Source: an optimization exercise on an open RTL-to-GDS flow (aim: small area, a short achievable clock period and few clock cycles). Production flows keep margins and buffers that such runs may drop. Function was not checked in any run shown here: the RTL went through the layout flow alone.

[flow/config.mk]
export PLATFORM = sky130hd
export DESIGN_NAME = SequentialMultiplier
export DESIGN_NICKNAME = SequentialMultiplier
export VERILOG_FILES = /design/flow/design.v
export SDC_FILE = /design/flow/constraint.sdc
export NUM_CORES = 4
export LEC_CHECK = 0
export CAP_MARGIN = 20
export CORE_MARGIN = 2
export CORE_UTILIZATION = 40
export SLEW_MARGIN = 20
[flow/constraint.sdc]
create_clock -name core_clock -period 4.0 [get_ports {clock}]
set_input_delay 0.8000 -clock core_clock [delete_from_list [all_inputs] [get_ports {clock}]]
set_output_delay 0.8000 -clock core_clock [all_outputs]
set_load 0.01 [all_outputs]
[flow/design.v]
module SequentialMultiplier(clock, reset, multiplicand, multiplier, product, ready, start);
    parameter N = 32;
    input clock;
    input reset;
    input [N-1:0] multiplicand, multiplier;
    output [2*N-1:0] product;
    output ready;
    input start;
    logic busy;
    logic [2:0] count;                   
    logic [N-1:0] m_register;
    logic [33:0] acc_s, acc_c;       
    logic [N-1:0] pl_register;           
    logic [3:0] one, two, neg;      
    logic [7:0] pend_s, pend_c;          
    logic pend_n;                        
    logic [1:0] pend_ci;                 
    wire go = start & ~busy;
    wire accumulate = busy & ~count[2];
    wire resolve = busy & count[2];
    assign ready = ~busy;
    wire [8:0] bb = go ? {multiplier[8:1], 1'b0} : pl_register[15:7];
    wire [3:0] one_d, two_d, neg_d;
    genvar j;
    generate
        for (j = 0; j < 4; j = j + 1) begin : enc
            assign one_d[j] = bb[2*j+1] ^ bb[2*j];
            assign two_d[j] = (bb[2*j+2] & ~bb[2*j+1] & ~bb[2*j]) | (~bb[2*j+2] & bb[2*j+1] & bb[2*j]);
            assign neg_d[j] = bb[2*j+2] & ~(bb[2*j+1] & bb[2*j]);
        end
    endgenerate
    wire [N:0] m1 = {1'b0, m_register};
    wire [N:0] m2 = {m_register, 1'b0};
    wire [33:0] row0 = {~neg[0], ({33{one[0]}} & m1 | {33{two[0]}} & m2) ^ {33{neg[0]}}};
    wire [33:0] row1 = {~neg[1], ({33{one[1]}} & m1 | {33{two[1]}} & m2) ^ {33{neg[1]}}};
    wire [33:0] row2 = {~neg[2], ({33{one[2]}} & m1 | {33{two[2]}} & m2) ^ {33{neg[2]}}};
    wire [33:0] row3 = {~neg[3], ({33{one[3]}} & m1 | {33{two[3]}} & m2) ^ {33{neg[3]}}};
    wire hs0 = acc_c[3] ^ acc_s[3];
    wire hc0 = acc_c[3] & acc_s[3];
    wire hs1 = acc_c[4] ^ acc_s[4];
    wire hc1 = acc_c[4] & acc_s[4];
    wire fs0 = acc_c[5] ^ acc_s[5] ^ neg[2];
    wire fc0 = (acc_c[5] & acc_s[5]) | (acc_c[5] & neg[2]) | (acc_s[5] & neg[2]);
    wire hs2 = row0[4] ^ row1[2];
    wire hc2 = row0[4] & row1[2];
    wire fs1 = acc_c[6] ^ acc_s[6] ^ row0[5];
    wire fc1 = (acc_c[6] & acc_s[6]) | (acc_c[6] & row0[5]) | (acc_s[6] & row0[5]);
    wire hs3 = row1[3] ^ row2[1];
    wire hc3 = row1[3] & row2[1];
    wire fs2 = acc_c[7] ^ acc_s[7] ^ row0[6];
    wire fc2 = (acc_c[7] & acc_s[7]) | (acc_c[7] & row0[6]) | (acc_s[7] & row0[6]);
    wire fs3 = row1[4] ^ row2[2] ^ row3[0];
    wire fc3 = (row1[4] & row2[2]) | (row1[4] & row3[0]) | (row2[2] & row3[0]);
    wire fs4 = acc_c[8] ^ acc_s[8] ^ row0[7];
    wire fc4 = (acc_c[8] & acc_s[8]) | (acc_c[8] & row0[7]) | (acc_s[8] & row0[7]);
    wire fs5 = row1[5] ^ row2[3] ^ row3[1];
    wire fc5 = (row1[5] & row2[3]) | (row1[5] & row3[1]) | (row2[3] & row3[1]);
    wire fs6 = acc_c[9] ^ acc_s[9] ^ row0[8];
    wire fc6 = (acc_c[9] & acc_s[9]) | (acc_c[9] & row0[8]) | (acc_s[9] & row0[8]);
    wire fs7 = row1[6] ^ row2[4] ^ row3[2];
    wire fc7 = (row1[6] & row2[4]) | (row1[6] & row3[2]) | (row2[4] & row3[2]);
    wire fs8 = acc_c[10] ^ acc_s[10] ^ row0[9];
    wire fc8 = (acc_c[10] & acc_s[10]) | (acc_c[10] & row0[9]) | (acc_s[10] & row0[9]);
    wire fs9 = row1[7] ^ row2[5] ^ row3[3];
    wire fc9 = (row1[7] & row2[5]) | (row1[7] & row3[3]) | (row2[5] & row3[3]);
    wire fs10 = acc_c[11] ^ acc_s[11] ^ row0[10];
    wire fc10 = (acc_c[11] & acc_s[11]) | (acc_c[11] & row0[10]) | (acc_s[11] & row0[10]);
    wire fs11 = row1[8] ^ row2[6] ^ row3[4];
    wire fc11 = (row1[8] & row2[6]) | (row1[8] & row3[4]) | (row2[6] & row3[4]);
    wire fs12 = acc_c[12] ^ acc_s[12] ^ row0[11];
    wire fc12 = (acc_c[12] & acc_s[12]) | (acc_c[12] & row0[11]) | (acc_s[12] & row0[11]);
    wire fs13 = row1[9] ^ row2[7] ^ row3[5];
    wire fc13 = (row1[9] & row2[7]) | (row1[9] & row3[5]) | (row2[7] & row3[5]);
    wire fs14 = acc_c[13] ^ acc_s[13] ^ row0[12];
    wire fc14 = (acc_c[13] & acc_s[13]) | (acc_c[13] & row0[12]) | (acc_s[13] & row0[12]);
    wire fs15 = row1[10] ^ row2[8] ^ row3[6];
    wire fc15 = (row1[10] & row2[8]) | (row1[10] & row3[6]) | (row2[8] & row3[6]);
    wire fs16 = acc_c[14] ^ acc_s[14] ^ row0[13];
    wire fc16 = (acc_c[14] & acc_s[14]) | (acc_c[14] & row0[13]) | (acc_s[14] & row0[13]);
    wire fs17 = row1[11] ^ row2[9] ^ row3[7];
    wire fc17 = (row1[11] & row2[9]) | (row1[11] & row3[7]) | (row2[9] & row3[7]);
    wire fs18 = acc_c[15] ^ acc_s[15] ^ row0[14];
    wire fc18 = (acc_c[15] & acc_s[15]) | (acc_c[15] & row0[14]) | (acc_s[15] & row0[14]);
    wire fs19 = row1[12] ^ row2[10] ^ row3[8];
    wire fc19 = (row1[12] & row2[10]) | (row1[12] & row3[8]) | (row2[10] & row3[8]);
    wire fs20 = acc_c[16] ^ acc_s[16] ^ row0[15];
    wire fc20 = (acc_c[16] & acc_s[16]) | (acc_c[16] & row0[15]) | (acc_s[16] & row0[15]);
    wire fs21 = row1[13] ^ row2[11] ^ row3[9];
    wire fc21 = (row1[13] & row2[11]) | (row1[13] & row3[9]) | (row2[11] & row3[9]);
    wire fs22 = acc_c[17] ^ acc_s[17] ^ row0[16];
    wire fc22 = (acc_c[17] & acc_s[17]) | (acc_c[17] & row0[16]) | (acc_s[17] & row0[16]);
    wire fs23 = row1[14] ^ row2[12] ^ row3[10];
    wire fc23 = (row1[14] & row2[12]) | (row1[14] & row3[10]) | (row2[12] & row3[10]);
    wire fs24 = acc_c[18] ^ acc_s[18] ^ row0[17];
    wire fc24 = (acc_c[18] & acc_s[18]) | (acc_c[18] & row0[17]) | (acc_s[18] & row0[17]);
    wire fs25 = row1[15] ^ row2[13] ^ row3[11];
    wire fc25 = (row1[15] & row2[13]) | (row1[15] & row3[11]) | (row2[13] & row3[11]);
    wire fs26 = acc_c[19] ^ acc_s[19] ^ row0[18];
    wire fc26 = (acc_c[19] & acc_s[19]) | (acc_c[19] & row0[18]) | (acc_s[19] & row0[18]);
    wire fs27 = row1[16] ^ row2[14] ^ row3[12];
    wire fc27 = (row1[16] & row2[14]) | (row1[16] & row3[12]) | (row2[14] & row3[12]);
    wire fs28 = acc_c[20] ^ acc_s[20] ^ row0[19];
    wire fc28 = (acc_c[20] & acc_s[20]) | (acc_c[20] & row0[19]) | (acc_s[20] & row0[19]);
    wire fs29 = row1[17] ^ row2[15] ^ row3[13];
    wire fc29 = (row1[17] & row2[15]) | (row1[17] & row3[13]) | (row2[15] & row3[13]);
    wire fs30 = acc_c[21] ^ acc_s[21] ^ row0[20];
    wire fc30 = (acc_c[21] & acc_s[21]) | (acc_c[21] & row0[20]) | (acc_s[21] & row0[20]);
    wire fs31 = row1[18] ^ row2[16] ^ row3[14];
    wire fc31 = (row1[18] & row2[16]) | (row1[18] & row3[14]) | (row2[16] & row3[14]);
    wire fs32 = acc_c[22] ^ acc_s[22] ^ row0[21];
    wire fc32 = (acc_c[22] & acc_s[22]) | (acc_c[22] & row0[21]) | (acc_s[22] & row0[21]);
    wire fs33 = row1[19] ^ row2[17] ^ row3[15];
    wire fc33 = (row1[19] & row2[17]) | (row1[19] & row3[15]) | (row2[17] & row3[15]);
    wire fs34 = acc_c[23] ^ acc_s[23] ^ row0[22];
    wire fc34 = (acc_c[23] & acc_s[23]) | (acc_c[23] & row0[22]) | (acc_s[23] & row0[22]);
    wire fs35 = row1[20] ^ row2[18] ^ row3[16];
    wire fc35 = (row1[20] & row2[18]) | (row1[20] & row3[16]) | (row2[18] & row3[16]);
    wire fs36 = acc_c[24] ^ acc_s[24] ^ row0[23];
    wire fc36 = (acc_c[24] & acc_s[24]) | (acc_c[24] & row0[23]) | (acc_s[24] & row0[23]);
    wire fs37 = row1[21] ^ row2[19] ^ row3[17];
    wire fc37 = (row1[21] & row2[19]) | (row1[21] & row3[17]) | (row2[19] & row3[17]);
    wire fs38 = acc_c[25] ^ acc_s[25] ^ row0[24];
    wire fc38 = (acc_c[25] & acc_s[25]) | (acc_c[25] & row0[24]) | (acc_s[25] & row0[24]);
    wire fs39 = row1[22] ^ row2[20] ^ row3[18];
    wire fc39 = (row1[22] & row2[20]) | (row1[22] & row3[18]) | (row2[20] & row3[18]);
    wire fs40 = acc_c[26] ^ acc_s[26] ^ row0[25];
    wire fc40 = (acc_c[26] & acc_s[26]) | (acc_c[26] & row0[25]) | (acc_s[26] & row0[25]);
    wire fs41 = row1[23] ^ row2[21] ^ row3[19];
    wire fc41 = (row1[23] & row2[21]) | (row1[23] & row3[19]) | (row2[21] & row3[19]);
    wire fs42 = acc_c[27] ^ acc_s[27] ^ row0[26];
    wire fc42 = (acc_c[27] & acc_s[27]) | (acc_c[27] & row0[26]) | (acc_s[27] & row0[26]);
    wire fs43 = row1[24] ^ row2[22] ^ row3[20];
    wire fc43 = (row1[24] & row2[22]) | (row1[24] & row3[20]) | (row2[22] & row3[20]);
    wire fs44 = acc_c[28] ^ acc_s[28] ^ row0[27];
    wire fc44 = (acc_c[28] & acc_s[28]) | (acc_c[28] & row0[27]) | (acc_s[28] & row0[27]);
    wire fs45 = row1[25] ^ row2[23] ^ row3[21];
    wire fc45 = (row1[25] & row2[23]) | (row1[25] & row3[21]) | (row2[23] & row3[21]);
    wire fs46 = acc_c[29] ^ acc_s[29] ^ row0[28];
    wire fc46 = (acc_c[29] & acc_s[29]) | (acc_c[29] & row0[28]) | (acc_s[29] & row0[28]);
    wire fs47 = row1[26] ^ row2[24] ^ row3[22];
    wire fc47 = (row1[26] & row2[24]) | (row1[26] & row3[22]) | (row2[24] & row3[22]);
    wire fs48 = acc_c[30] ^ acc_s[30] ^ row0[29];
    wire fc48 = (acc_c[30] & acc_s[30]) | (acc_c[30] & row0[29]) | (acc_s[30] & row0[29]);
    wire fs49 = row1[27] ^ row2[25] ^ row3[23];
    wire fc49 = (row1[27] & row2[25]) | (row1[27] & row3[23]) | (row2[25] & row3[23]);
    wire fs50 = acc_c[31] ^ acc_s[31] ^ row0[30];
    wire fc50 = (acc_c[31] & acc_s[31]) | (acc_c[31] & row0[30]) | (acc_s[31] & row0[30]);
    wire fs51 = row1[28] ^ row2[26] ^ row3[24];
    wire fc51 = (row1[28] & row2[26]) | (row1[28] & row3[24]) | (row2[26] & row3[24]);
    wire fs52 = acc_c[32] ^ acc_s[32] ^ row0[31];
    wire fc52 = (acc_c[32] & acc_s[32]) | (acc_c[32] & row0[31]) | (acc_s[32] & row0[31]);
    wire fs53 = row1[29] ^ row2[27] ^ row3[25];
    wire fc53 = (row1[29] & row2[27]) | (row1[29] & row3[25]) | (row2[27] & row3[25]);
    wire fs54 = acc_c[33] ^ acc_s[33] ^ row0[32];
    wire fc54 = (acc_c[33] & acc_s[33]) | (acc_c[33] & row0[32]) | (acc_s[33] & row0[32]);
    wire fs55 = row1[30] ^ row2[28] ^ row3[26];
    wire fc55 = (row1[30] & row2[28]) | (row1[30] & row3[26]) | (row2[28] & row3[26]);
    wire fs56 = row0[33] ^ row1[31] ^ row2[29];
    wire fc56 = (row0[33] & row1[31]) | (row0[33] & row2[29]) | (row1[31] & row2[29]);
    wire hs4 = acc_c[1] ^ acc_s[1];
    wire hc4 = acc_c[1] & acc_s[1];
    wire hs5 = acc_c[2] ^ acc_s[2];
    wire hc5 = acc_c[2] & acc_s[2];
    wire fs57 = hs0 ^ neg[1] ^ row0[2];
    wire fc57 = (hs0 & neg[1]) | (hs0 & row0[2]) | (neg[1] & row0[2]);
    wire fs58 = hc0 ^ hs1 ^ row0[3];
    wire fc58 = (hc0 & hs1) | (hc0 & row0[3]) | (hs1 & row0[3]);
    wire fs59 = hc1 ^ row2[0] ^ fs0;
    wire fc59 = (hc1 & row2[0]) | (hc1 & fs0) | (row2[0] & fs0);
    wire fs60 = fc0 ^ hc2 ^ hs3;
    wire fc60 = (fc0 & hc2) | (fc0 & hs3) | (hc2 & hs3);
    wire fs61 = hc3 ^ fc1 ^ fs2;
    wire fc61 = (hc3 & fc1) | (hc3 & fs2) | (fc1 & fs2);
    wire fs62 = fc2 ^ fc3 ^ fs4;
    wire fc62 = (fc2 & fc3) | (fc2 & fs4) | (fc3 & fs4);
    wire fs63 = fc4 ^ fc5 ^ fs6;
    wire fc63 = (fc4 & fc5) | (fc4 & fs6) | (fc5 & fs6);
    wire fs64 = fc6 ^ fc7 ^ fs8;
    wire fc64 = (fc6 & fc7) | (fc6 & fs8) | (fc7 & fs8);
    wire fs65 = fc8 ^ fc9 ^ fs10;
    wire fc65 = (fc8 & fc9) | (fc8 & fs10) | (fc9 & fs10);
    wire fs66 = fc10 ^ fc11 ^ fs12;
    wire fc66 = (fc10 & fc11) | (fc10 & fs12) | (fc11 & fs12);
    wire fs67 = fc12 ^ fc13 ^ fs14;
    wire fc67 = (fc12 & fc13) | (fc12 & fs14) | (fc13 & fs14);
    wire fs68 = fc14 ^ fc15 ^ fs16;
    wire fc68 = (fc14 & fc15) | (fc14 & fs16) | (fc15 & fs16);
    wire fs69 = fc16 ^ fc17 ^ fs18;
    wire fc69 = (fc16 & fc17) | (fc16 & fs18) | (fc17 & fs18);
    wire fs70 = fc18 ^ fc19 ^ fs20;
    wire fc70 = (fc18 & fc19) | (fc18 & fs20) | (fc19 & fs20);
    wire fs71 = fc20 ^ fc21 ^ fs22;
    wire fc71 = (fc20 & fc21) | (fc20 & fs22) | (fc21 & fs22);
    wire fs72 = fc22 ^ fc23 ^ fs24;
    wire fc72 = (fc22 & fc23) | (fc22 & fs24) | (fc23 & fs24);
    wire fs73 = fc24 ^ fc25 ^ fs26;
    wire fc73 = (fc24 & fc25) | (fc24 & fs26) | (fc25 & fs26);
    wire fs74 = fc26 ^ fc27 ^ fs28;
    wire fc74 = (fc26 & fc27) | (fc26 & fs28) | (fc27 & fs28);
    wire fs75 = fc28 ^ fc29 ^ fs30;
    wire fc75 = (fc28 & fc29) | (fc28 & fs30) | (fc29 & fs30);
    wire fs76 = fc30 ^ fc31 ^ fs32;
    wire fc76 = (fc30 & fc31) | (fc30 & fs32) | (fc31 & fs32);
    wire fs77 = fc32 ^ fc33 ^ fs34;
    wire fc77 = (fc32 & fc33) | (fc32 & fs34) | (fc33 & fs34);
    wire fs78 = fc34 ^ fc35 ^ fs36;
    wire fc78 = (fc34 & fc35) | (fc34 & fs36) | (fc35 & fs36);
    wire fs79 = fc36 ^ fc37 ^ fs38;
    wire fc79 = (fc36 & fc37) | (fc36 & fs38) | (fc37 & fs38);
    wire fs80 = fc38 ^ fc39 ^ fs40;
    wire fc80 = (fc38 & fc39) | (fc38 & fs40) | (fc39 & fs40);
    wire fs81 = fc40 ^ fc41 ^ fs42;
    wire fc81 = (fc40 & fc41) | (fc40 & fs42) | (fc41 & fs42);
    wire fs82 = fc42 ^ fc43 ^ fs44;
    wire fc82 = (fc42 & fc43) | (fc42 & fs44) | (fc43 & fs44);
    wire fs83 = fc44 ^ fc45 ^ fs46;
    wire fc83 = (fc44 & fc45) | (fc44 & fs46) | (fc45 & fs46);
    wire fs84 = fc46 ^ fc47 ^ fs48;
    wire fc84 = (fc46 & fc47) | (fc46 & fs48) | (fc47 & fs48);
    wire fs85 = fc48 ^ fc49 ^ fs50;
    wire fc85 = (fc48 & fc49) | (fc48 & fs50) | (fc49 & fs50);
    wire fs86 = fc50 ^ fc51 ^ fs52;
    wire fc86 = (fc50 & fc51) | (fc50 & fs52) | (fc51 & fs52);
    wire fs87 = fc52 ^ fc53 ^ fs54;
    wire fc87 = (fc52 & fc53) | (fc52 & fs54) | (fc53 & fs54);
    wire fs88 = row3[27] ^ fc54 ^ fc55;
    wire fc88 = (row3[27] & fc54) | (row3[27] & fc55) | (fc54 & fc55);
    wire fs89 = row1[32] ^ row2[30] ^ row3[28];
    wire fc89 = (row1[32] & row2[30]) | (row1[32] & row3[28]) | (row2[30] & row3[28]);
    wire hs6 = row1[33] ^ row2[31];
    wire hc6 = row1[33] & row2[31];
    wire hs7 = hs4 ^ neg[0];
    wire hc7 = hs4 & neg[0];
    wire fs90 = hc4 ^ hs5 ^ row0[1];
    wire fc90 = (hc4 & hs5) | (hc4 & row0[1]) | (hs5 & row0[1]);
    wire fs91 = hc5 ^ row1[0] ^ fs57;
    wire fc91 = (hc5 & row1[0]) | (hc5 & fs57) | (row1[0] & fs57);
    wire fs92 = row1[1] ^ fc57 ^ fs58;
    wire fc92 = (row1[1] & fc57) | (row1[1] & fs58) | (fc57 & fs58);
    wire fs93 = hs2 ^ fc58 ^ fs59;
    wire fc93 = (hs2 & fc58) | (hs2 & fs59) | (fc58 & fs59);
    wire fs94 = fs1 ^ fc59 ^ fs60;
    wire fc94 = (fs1 & fc59) | (fs1 & fs60) | (fc59 & fs60);
    wire fs95 = fs3 ^ fc60 ^ fs61;
    wire fc95 = (fs3 & fc60) | (fs3 & fs61) | (fc60 & fs61);
    wire fs96 = fs5 ^ fc61 ^ fs62;
    wire fc96 = (fs5 & fc61) | (fs5 & fs62) | (fc61 & fs62);
    wire fs97 = fs7 ^ fc62 ^ fs63;
    wire fc97 = (fs7 & fc62) | (fs7 & fs63) | (fc62 & fs63);
    wire fs98 = fs9 ^ fc63 ^ fs64;
    wire fc98 = (fs9 & fc63) | (fs9 & fs64) | (fc63 & fs64);
    wire fs99 = fs11 ^ fc64 ^ fs65;
    wire fc99 = (fs11 & fc64) | (fs11 & fs65) | (fc64 & fs65);
    wire fs100 = fs13 ^ fc65 ^ fs66;
    wire fc100 = (fs13 & fc65) | (fs13 & fs66) | (fc65 & fs66);
    wire fs101 = fs15 ^ fc66 ^ fs67;
    wire fc101 = (fs15 & fc66) | (fs15 & fs67) | (fc66 & fs67);
    wire fs102 = fs17 ^ fc67 ^ fs68;
    wire fc102 = (fs17 & fc67) | (fs17 & fs68) | (fc67 & fs68);
    wire fs103 = fs19 ^ fc68 ^ fs69;
    wire fc103 = (fs19 & fc68) | (fs19 & fs69) | (fc68 & fs69);
    wire fs104 = fs21 ^ fc69 ^ fs70;
    wire fc104 = (fs21 & fc69) | (fs21 & fs70) | (fc69 & fs70);
    wire fs105 = fs23 ^ fc70 ^ fs71;
    wire fc105 = (fs23 & fc70) | (fs23 & fs71) | (fc70 & fs71);
    wire fs106 = fs25 ^ fc71 ^ fs72;
    wire fc106 = (fs25 & fc71) | (fs25 & fs72) | (fc71 & fs72);
    wire fs107 = fs27 ^ fc72 ^ fs73;
    wire fc107 = (fs27 & fc72) | (fs27 & fs73) | (fc72 & fs73);
    wire fs108 = fs29 ^ fc73 ^ fs74;
    wire fc108 = (fs29 & fc73) | (fs29 & fs74) | (fc73 & fs74);
    wire fs109 = fs31 ^ fc74 ^ fs75;
    wire fc109 = (fs31 & fc74) | (fs31 & fs75) | (fc74 & fs75);
    wire fs110 = fs33 ^ fc75 ^ fs76;
    wire fc110 = (fs33 & fc75) | (fs33 & fs76) | (fc75 & fs76);
    wire fs111 = fs35 ^ fc76 ^ fs77;
    wire fc111 = (fs35 & fc76) | (fs35 & fs77) | (fc76 & fs77);
    wire fs112 = fs37 ^ fc77 ^ fs78;
    wire fc112 = (fs37 & fc77) | (fs37 & fs78) | (fc77 & fs78);
    wire fs113 = fs39 ^ fc78 ^ fs79;
    wire fc113 = (fs39 & fc78) | (fs39 & fs79) | (fc78 & fs79);
    wire fs114 = fs41 ^ fc79 ^ fs80;
    wire fc114 = (fs41 & fc79) | (fs41 & fs80) | (fc79 & fs80);
    wire fs115 = fs43 ^ fc80 ^ fs81;
    wire fc115 = (fs43 & fc80) | (fs43 & fs81) | (fc80 & fs81);
    wire fs116 = fs45 ^ fc81 ^ fs82;
    wire fc116 = (fs45 & fc81) | (fs45 & fs82) | (fc81 & fs82);
    wire fs117 = fs47 ^ fc82 ^ fs83;
    wire fc117 = (fs47 & fc82) | (fs47 & fs83) | (fc82 & fs83);
    wire fs118 = fs49 ^ fc83 ^ fs84;
    wire fc118 = (fs49 & fc83) | (fs49 & fs84) | (fc83 & fs84);
    wire fs119 = fs51 ^ fc84 ^ fs85;
    wire fc119 = (fs51 & fc84) | (fs51 & fs85) | (fc84 & fs85);
    wire fs120 = fs53 ^ fc85 ^ fs86;
    wire fc120 = (fs53 & fc85) | (fs53 & fs86) | (fc85 & fs86);
    wire fs121 = fs55 ^ fc86 ^ fs87;
    wire fc121 = (fs55 & fc86) | (fs55 & fs87) | (fc86 & fs87);
    wire fs122 = fs56 ^ fc87 ^ fs88;
    wire fc122 = (fs56 & fc87) | (fs56 & fs88) | (fc87 & fs88);
    wire fs123 = fc56 ^ fs89 ^ fc88;
    wire fc123 = (fc56 & fs89) | (fc56 & fc88) | (fs89 & fc88);
    wire fs124 = row3[29] ^ hs6 ^ fc89;
    wire fc124 = (row3[29] & hs6) | (row3[29] & fc89) | (hs6 & fc89);
    wire fs125 = row2[32] ^ row3[30] ^ hc6;
    wire fc125 = (row2[32] & row3[30]) | (row2[32] & hc6) | (row3[30] & hc6);
    wire hs8 = row2[33] ^ row3[31];
    wire hc8 = row2[33] & row3[31];
    wire [41:0] tx = {1'b0, row3[33], row3[32], hs8, fs125, fs124, fc122, fc121, fc120, fc119, fc118, fc117, fc116, fc115, fc114, fc113, fc112, fc111, fc110, fc109, fc108, fc107, fc106, fc105, fc104, fc103, fc102, fc101, fc100, fc99, fc98, fc97, fc96, fc95, fc94, fc93, fc92, fc91, fc90, hc7, hs7, acc_c[0]};
    wire [41:0] ty = {1'b0, 1'b0, hc8, fc125, fc124, fc123, fs123, fs122, fs121, fs120, fs119, fs118, fs117, fs116, fs115, fs114, fs113, fs112, fs111, fs110, fs109, fs108, fs107, fs106, fs105, fs104, fs103, fs102, fs101, fs100, fs99, fs98, fs97, fs96, fs95, fs94, fs93, fs92, fs91, fs90, row0[0], acc_s[0]};
    wire [9:0] low = pend_s + pend_c + {pend_n, 7'b0} + pend_ci;
    wire [N-1:0] hi = acc_s[N-1:0] + acc_c[N-1:0] + low[9:8] + 32'hAAAAAAAC;
    assign product = {acc_s[N-1:0], pl_register};
    always_ff @(posedge clock) begin
        if (~busy)
            m_register <= multiplicand;
        one <= one_d;
        two <= two_d;
        neg <= neg_d;
        if (go) begin
            pend_s <= '0;
            pend_c <= '0;
            pend_n <= 1'b0;
            pend_ci <= '0;
        end else begin
            pend_s <= tx[7:0];
            pend_c <= ty[7:0];
            pend_n <= neg[3];
            pend_ci <= low[9:8];
        end
        if (go) begin
            acc_s <= {2'b0, multiplicand & {N{multiplier[0]}}};
            acc_c <= '0;
        end else if (accumulate) begin
            acc_s <= tx[41:8];
            acc_c <= ty[41:8];
        end else if (resolve) begin
            acc_s[N-1:0] <= hi;
        end
        if (go)
            pl_register <= {1'b0, multiplier[N-1:1]};
        else if (busy)
            pl_register <= {low[7:0], pl_register[N-1:8]};
    end
    always_ff @(posedge clock or posedge reset) begin
        if (reset) begin
            busy <= 1'b0;
            count <= '0;
        end else if (go) begin
            busy <= 1'b1;
            count <= '0;
        end else if (busy) begin
            count <= count + 1'b1;
            if (count == 3'd4)
                busy <= 1'b0;
        end
    end
endmodule
[flow/run.sh]
#!/bin/bash
# synth_recipe.tcl (not shown) runs the flow's synth.tcl, then flattens the netlist and writes it again
# the make line also repeats each setting of config.mk as NAME=value (left out here)
make -C /OpenROAD-flow-scripts/flow DESIGN_CONFIG=/design/flow/config.mk WORK_HOME=/design/flow/orfs CLKGATE_MAP_FILE= SYNTH_SCRIPT=/design/flow/synth_recipe.tcl finish
==> key figures, run 1 <==
STA
  • Worst-margin pin slew: 1.11 ns
  • Crit path time final: roughly 4.7 ns
  • TNS Setup: -13.06 ns
  • Max-slew violations: 0
  • Hold Fails Final Rpt: 0
  • Hold Slack: ~0.48 ns
  • Worst setup margin: -0.673 ns
  • Setup violators final: 29
  • Fmax: 214 MHz
  • Skew final: ~0.014 ns
  • Crit share post-route: 117%
  • Relative slew margins: 26.3%
  • Unrepaired setup endpoints after global routing: true

Critical path
  • Critical path data arrival time: approximately 4.9 ns
  • Kind of critical path: register to register
  • Reg2Reg Setup Slack: -0.67 ns
  • Worst reg2reg startpoint: pend_s[1]
  • Reg2reg end: product[45]
  • Worst reg2reg path depth: 23
  • CP Capture Type: register
  • CP Data Required Time: around 4.2 ns
  • Crit path max fanout: 4
  • Critical path launch point type: register

Placement
  • Post-Place Setup Slack: -0.689 ns
  • Placed Area: 0.0157 sq mm
  • Post-DP HPWL: 31.9 mm
  • Placed cell count: between 1500 and 2000
  • RePlAce Congestion: 0.902
  • PortBufs: 131

Logic synthesis
  • Async SR Flop Fraction: 2.44%
  • Post-synth EDFFs: 95
  • Sequential area share after synthesis: around 30%
  • Post-Syn Nets: 1709
  • Mean Syn Cell Area: around 10 sq um
  • Main synth FF type: edfxtp_1
  • Synth Cell Area: 0.0141 sq mm
  • Synth Register Bits: 164
  • Yosys warning total: 1
  • Netlist cell types: 67
  • Post-Syn Instances: between 1000 and 1500

Detailed routing
  • Drt wl/cell: approximately 22 microns
  • Post-route DRC: 0
  • Vias: 11000
  • 1st-pass router iterations: 5
  • Final ANT Viol Nets: 0
  • WL final: about 43 mm
  • 1st-iter DRT viols: between 1000 and 1500
  • Drt via density: around 5.6

Cells and area
  • Layout cells sized above 1: 11.0%
  • Post-layout net count: 1785
  • # diodes: 0
  • Design Area, Final: 0.0167 sq mm
  • Post-Route Utilization: 48.2%
  • Non-Filler Instances: 1968
  • Area growth from synthesis to layout: 18.6%

Clock tree
  • Clock root buffer: clkbuf_16
  • Clock latency on the worst-skew pair: 0.45 ns
  • CTS buffer count: 17
  • CTS H-tree depth: 4
  • Worst-path clk slew: roughly 0.070 ns
  • Max Buffers Root-to-Sink: 2
  • Clock Sinks: 164
  • CTS tree: built

GRT
  • Antenna violations before repair: 0
  • First-pass GRT wire length: 65.8 mm
  • Grt ovf: 0
  • Number of global-route vias before repair: 11100
  • Largest net degree at the start of global routing: 56
  • Total track usage: approximately a quarter

Hold path
  • Min-delay worst type: register to register
  • Worst Hold End: acc_c[4]
  • Hold Crit Start: acc_c[4]
  • WHS Path Cells: 2

Floorplanning
  • Die width: 192 microns
  • Rows: 68
  • Die ar.: 0.0367 sq mm
  • Core Footprint: between 0.03 and 0.04 sq mm
  • # IOs: 132
  • Starting Density: 40.6%
  • Die Height: 192 microns

Run
  • Number of max-cap violations: 0

Outcome
  • Status: complete, but fails checks
  • Layout Check Failures: negative setup slack
cells in the mapped netlist (26+ instances only):
cell | n | share of area [%]
nand2_1 | 183 | 4.9
xnor2_1 | 146 | 9.1
a22oi_1 | 141 | 7.5
fa_1 | 130 | 18
inv_1 | 101 | 2.7
edfxtp_1 | 95 | 20
a21oi_1 | 90 | 3.2
ha_1 | 88 | 7.8
dfxtp_1 | 65 | 9.2
clkbuf_1 | 61 | 1.6
nor2_1 | 42 | 1.1
o21ai_0 | 39 | 1.4
buf_4 | 33 | 1.8
clkbuf_2 | 26 | 0.92
state kept, by name (all words and copies together) (netlist names):
register     flops
acc_c           32
acc_s            1
busy             1
count            3
m_register      32
neg              4
one              4
pend_c           8
pend_ci          2
pend_n           1
pend_s           8
pl_register     32
product         32
two              4
cells by family (layout without fill, tap and decap cells):
| kind of cell | after synthesis | count (layout) | synth area share, % |
|---|---|---|---|
| mux | 6 | 6 | 0.436 |
| flops | 164 | 164 | 30.2 |
| compound gates | 343 | 343 | 16.6 |
| fa+ha+maj | 218 | 218 | 26.3 |
| simple gates | 289 | 289 | 8.73 |
| xor+xnor | 160 | 160 | 9.96 |
| buf+inv | 244 | 333 | 7.69 |
worst max-delay path: stages, from the launching register on:
cell and delay, ns:
dfxtp_2 0.33, fa_1 0.48, ha_2 0.20, fa_2 0.36, a21oi_2 0.12, nor2_1 0.05, nor2_1 0.14, o21bai_1 0.08
a21o_1 0.18, a21oi_2 0.14, nor2_1 0.07, fa_1 0.49, ha_2 0.18, inv_2 0.04, fa_2 0.35, nand2b_4 0.16
a21oi_4 0.17, o21ai_4 0.13, buf_4 0.17, buf_6 0.11, nand2_1 0.07, xnor2_1 0.12, a21oi_1 0.08, a22o_1 0.20
per-layer routing:
layer / GRT usage, % / share of wire, %
met1: 32.1 / 43
met4: 7.72 / 2.5
met3: 3.97 / 6.4
met2: 39.2 / 48
met5: 0 / 0
area by class of cell:
type                            count  area (sq um)
Clock buffer                       20           479
Tap cell                          455           569
Inverter                          101           379
Sequential cell                   164          4260
Fill cell                        3226         17900
Timing Repair Buffer              200          1880
Multi-Input combinational cell   1016          9020
Clock inverter                     12           105
cell usage in the layout, fill, tap and decap left out, types with 7 or more instances in the layout:
cell type        instances
clkbuf_16               19
nand4_1                  9
a21oi_1                 79
a22oi_1                141
xnor2_1                139
inv_1                   99
a21o_1                   7
nand3_1                  8
buf_6                    9
a31oi_1                  7
clkdlybuf4s50_1        131
dfxtp_1                 60
o21bai_1                 7
o21ai_0                 24
nor2b_1                 17
o21ai_1                 14
xnor2_2                  7
nor3_1                   9
xor2_1                  14
fa_1                   128
buf_4                   59
ha_1                    85
edfxtp_1                95
nand2_1                181
a21oi_2                 11
nor2_1                  39
or3_1                    7
worst max path at each step:
stage / start / cells after the start / slack (ns) / end
floorplan: pend_s[1] / 21 / -0.49 / product[61]
global placement: pend_s[1] / 21 / -0.62 / product[61]
detailed placement: pend_s[1] / 21 / -0.69 / product[61]
CTS: pend_s[1] / 21 / -0.66 / product[61]
global route: pend_s[1] / 22 / -0.85 / product[55]
finish: pend_s[1] / 23 / -0.67 / product[45]
timing repair:
action,4_1_cts,5_1_grt
buffers inserted,13,3
hold buffers,0,0
setup endpoints to repair,29,29
resized for setup,41,19
pin swaps,36,26
==> run 2, diff against run 1 <==
--- a/flow/design.v
+++ b/flow/design.v
@@ -308,6 +308,15 @@
     wire [41:0] tx = {1'b0, row3[33], row3[32], hs8, fs125, fs124, fc122, fc121, fc120, fc119, fc118, fc117, fc116, fc115, fc114, fc113, fc112, fc111, fc110, fc109, fc108, fc107, fc106, fc105, fc104, fc103, fc102, fc101, fc100, fc99, fc98, fc97, fc96, fc95, fc94, fc93, fc92, fc91, fc90, hc7, hs7, acc_c[0]};
     wire [41:0] ty = {1'b0, 1'b0, hc8, fc125, fc124, fc123, fs123, fs122, fs121, fs120, fs119, fs118, fs117, fs116, fs115, fs114, fs113, fs112, fs111, fs110, fs109, fs108, fs107, fs106, fs105, fs104, fs103, fs102, fs101, fs100, fs99, fs98, fs97, fs96, fs95, fs94, fs93, fs92, fs91, fs90, row0[0], acc_s[0]};
-    wire [9:0] low = pend_s + pend_c + {pend_n, 7'b0} + pend_ci;
-    wire [N-1:0] hi = acc_s[N-1:0] + acc_c[N-1:0] + low[9:8] + 32'hAAAAAAAC;
+    wire [39:0] fx = {acc_s[N-1:0], pend_s};
+    wire [39:0] fy = {acc_c[N-1:0], pend_c};
+    wire [39:0] fk = {32'hAAAAAAAC, 8'b0};
+    wire [39:0] fz = {32'b0, pend_n, 5'b0, pend_ci};    
+    wire [39:0] fu = fx ^ fy ^ (fk | fz);
+    wire [40:0] fv = {(fx & fy) | ((fx | fy) & (fk | fz)), 1'b0};
+    wire [39:0] fsum = fu + fv[39:0];
+    wire [7:0] low = fsum[7:0];
+    wire c8 = fsum[8] ^ fu[8] ^ fv[8];                  
+    wire [1:0] low_ci = {1'b0, c8} + {1'b0, fv[8]};   
+    wire [N-1:0] hi = fsum[39:8];
     assign product = {acc_s[N-1:0], pl_register};
     always_ff @(posedge clock) begin
@@ -326,5 +335,5 @@
             pend_c <= ty[7:0];
             pend_n <= neg[3];
-            pend_ci <= low[9:8];
+            pend_ci <= low_ci;
         end
         if (go) begin
==> run 2 against run 1 <==
- now clean on timing, DRC and antenna
- area after synthesis increased by 3.9%
- via count up 3.5%
- fmax increased by 26%
- count of clock-buffer cells in the layout stayed put
- flip-flop and latch count did not move
- register-to-register slack better by 0.96 ns
- synthesized cell count rose by 7.0%
==> key figures, run 2 <==
Detailed routing
  • Drt via density: 5.60 (+0.23%)
  • Post-route DRC: 0 (unchanged)
  • Drt wl/cell: 21.7 microns (-0.18%)
  • WL final: 44.0 mm (+3.1%)
  • Final ANT Viol Nets: 0 (unchanged)
  • Vias: 11400 (+3.5%)
  • 1st-pass router iterations: 5 (unchanged)
  • 1st-iter DRT viols: 855 (-23%)

Critical path
  • Critical path buffer and inverter count: 0 (-3)
  • Top Family by Delay on Critical Path: compound AO/OA/AOI/OAI gates
  • Reg2reg end: product[59]
  • CP Capture Type: register
  • Worst setup path start: pend_s[1]
  • Crit path max-delay cell type: fa_1
  • Worst reg2reg path depth: 11 (-52%)
  • Reg2Reg Setup Slack: 0.29 ns (+0.96 ns)
  • End of the critical path: product[59]
  • Crit-path cells: fa_1 -> ha_1 -> fa_1 -> a211oi_2 -> o21bai_1 -> a21oi_1 -> o32a_1 -> o21ai_1 -> and3_1 -> a2111oi_2 -> o21ai_1
  • Stages on worst setup path: 11 (-52%)
  • Crit path largest cell delay: 0.50 ns (about the same)
  • Crit path max fanout: 4 (unchanged)
  • CP Data Required Time: 4.18 ns (-0.03 ns)
  • Critical path data arrival time: 3.89 ns (-0.99 ns)
  • Kind of critical path: register to register
  • Worst reg2reg startpoint: pend_s[1]
  • Critical path launch point type: register

Cells and area
  • Area growth from synthesis to layout: 14.2%
  • Post-layout net count: 1835 (+2.8%)
  • Most frequent cells in the layout: 184 x nand2_1, 141 x a22oi_1, 139 x inv_1
  • FILL cells: 3463 (+7.3%)
  • Layout cells sized above 1: 5.75% (-5.3 points)
  • # diodes: 0 (unchanged)
  • Most common cell after layout, fill and taps aside: nand2_1

STA
  • Max-slew violations: 0 (unchanged)
  • Setup violators final: 0 (-100%)
  • Relative slew margins: 50.3% (+24 points)
  • Worst setup margin: 0.290 ns (+0.963 ns)
  • Worst-margin pin slew: 0.743 ns (-0.362 ns)
  • Unrepaired setup endpoints after global routing: false
  • Skew final: 0.0135 ns (-0.000426 ns)
  • Fmax: 270 MHz (+26%)
  • Hold Fails Final Rpt: 0 (unchanged)
  • TNS Setup: 0 ns (+13.06 ns)
  • Crit path time final: 3.71 ns (-0.963 ns)
  • Crit share post-route: 92.7% (-24 points)

Logic synthesis
  • Synth Register Bits: 164 (unchanged)
  • Synth top area share: 19.5% (-0.76 points)
  • Yosys warning total: 1 (unchanged)
  • Count leader, synth: nand2_1
  • Post-Syn Nets: 1807 (+5.7%)
  • Sequential area share after synthesis: 29.1% (-1.1 points)
  • Largest area contributor in the netlist: edfxtp_1
  • Synth Cell Area: 0.0146 sq mm (+3.9%)
  • Post-synth EDFFs: 95 (unchanged)
  • Mean Syn Cell Area: 9.60 sq um (-2.9%)
  • Post-synth top cells: 185 x nand2_1, 141 x a22oi_1, 139 x inv_1
  • Netlist cell types: 71 (+6.0%)
  • Main synth FF type: edfxtp_1
  • Synth area leaders: edfxtp_1 20%, fa_1 17%, dfxtp_1 8.9%, ha_1 7.7%, xnor2_1 7.5%
  • Post-Syn Instances: 1523 (+7.0%)
  • Async SR Flop Fraction: 2.44% (unchanged)

Clock tree
  • Clock latency on the worst-skew pair: 0.45 ns (about the same)
  • Post-CTS Hold Buffers: 0 (unchanged)
  • Setup bufs post-CTS: 0 (-13)
  • Clock Sinks: 164 (unchanged)
  • CTS buffer count: 17 (unchanged)
  • CTS tree: built
  • Gates resized, CTS repair: 0 (-100%)
  • Clock root buffer: clkbuf_16
  • CTS H-tree depth: 4 (unchanged)
  • Max Buffers Root-to-Sink: 2 (unchanged)
  • Worst-path clk slew: 0.07 ns (about the same)

Floorplanning
  • Die width: 195 microns (+1.9%)
  • Die Height: 195 microns (+1.9%)
  • Starting Density: 40.3% (-0.31 points)
  • Core Footprint: 0.0363 sq mm (+4.7%)
  • # IOs: 132 (unchanged)
  • Rows: 70 (+2.9%)
  • Die ar.: 0.0381 sq mm (+3.8%)

Outcome
  • Status: no timing/DRC/antenna violations

Run
  • Number of max-cap violations: 0 (unchanged)

Hold path
  • Hold Crit Start: count[0]
  • Min-delay worst type: register to register

GRT
  • Antenna violations before repair: 0 (unchanged)
  • Grt ovf: 0 (unchanged)
  • Largest net degree at the start of global routing: 44 (-21%)
  • Number of global-route vias before repair: 11800 (+6.3%)
  • Total track usage: 23.7% (-0.14 points)
  • First-pass GRT wire length: 69.3 mm (+5.4%)

Placement
  • Post-DP HPWL: 32.5 mm (+1.7%)
  • PortBufs: 131 (unchanged)
  • RePlAce Congestion: 0.881 (-2.3%)
  • Post-Place Setup Slack: 0.356 ns (+1.05 ns)
==> run 2: cell count changes in the layout (fill, tap and decap cells not counted), sizes merged, moves of 4 or more <==
cell	previous run	this run
a211oi	6	14
a21o	7	23
a21oi	92	78
and3	0	7
and4	0	4
buf	69	31
inv	109	147
o211ai	5	0
o21ai	45	57
o31ai	1	5
xnor2	146	125
xor2	14	39
==> run 2: worst register-to-register path: stages (launching register included) <==
cell,delay (ns)
dfxtp_1,0.32
fa_1,0.47
ha_1,0.26
fa_1,0.50
a211oi_2,0.31
o21bai_1,0.12
a21oi_1,0.36
o32a_1,0.38
o21ai_1,0.17
and3_1,0.21
a2111oi_2,0.24
o21ai_1,0.10
==> run 2: logic make-up (layout without fill, tap and decap cells) <==
logic type	Yosys count	count (layout)	share of synthesized area [%]
buffers and inverters	293	334	8.67
xor gates and xnor gates	164	164	9.88
adders and majority gates	218	218	25.2
AOI/OAI and AO/OA	369	369	17.4
DFF	164	164	29.1
and+or+nand+nor	307	307	9.22
muxes	8	8	0.556
==> run 2: stage by stage <==
stage	util (%)	instances	hold slack [ns]	instance area (sq um)
floorplan	-	1523	0.440	14600
global placement	44.3	2000	0.476	16100
detailed placement	44.3	2000	0.479	16100
CTS	46.1	2032	0.491	16700
global route	46.1	2032	0.503	16700
finish	46.1	2032	0.487	16700
==> run 2: layout make-up <==
type                    instances  area [sq um]  area share [%]
multi-input cells            1066          9120            54.6
inverters                     140           526            3.15
repair buffers                162          1590            9.55
well taps                     468           586            3.51
flip-flops and latches        164          4260            25.5
clock buffers                  20           458            2.74
clock inverters                12           160           0.959
==> run 2: layer usage <==
metal	vias up	share of wire (%)	global-route usage (%)
li1	5204	-	-
met1	5681	44	31.9
met2	420	48	39.2
met3	70	5.8	3.92
met4	0	2.2	7.75
met5	-	0	0
==> run 2: worst min path at each step <==
| stage | end | slack, ns | cells after the start |
|---|---|---|---|
| 6_report | count[0] | 0.49 | 1 |
| 5_1_grt | acc_c[4] | 0.50 | 2 |
| 4_1_cts | count[0] | 0.49 | 1 |
| 3_5_place_dp | count[0] | 0.48 | 1 |
| 3_3_place_gp | pl_register[31] | 0.48 | 2 |
| 2_1_floorplan | acc_c[1] | 0.44 | 2 |

what the ideal ports hide:
The flow's constraints put no driver on any port. The routed layouts listed below were extracted and timed again, unchanged, in two steps. Step 1, drivers: a clkbuf_16 drives clock and a buf_2 each remaining input, both assumed. Step 2 adds t to the input delays and takes it off the output delays; t is the mean of the earliest and latest rising clock arrival at the registers after step 1. Input paths then give back, and output paths get back, about the clock's delay inside the block. Slacks: ideal / step 1 / step 2; pairs: ideal / step 1.
| run | t (ns) | setup slack, ns | cell pins on the clock port's net |
|---|---|---|---|
| run 1 | 0.494 | -0.673 / -0.673 / -0.673 | 1 |
| run 2 | 0.496 | 0.290 / 0.290 / 0.290 | 1 |
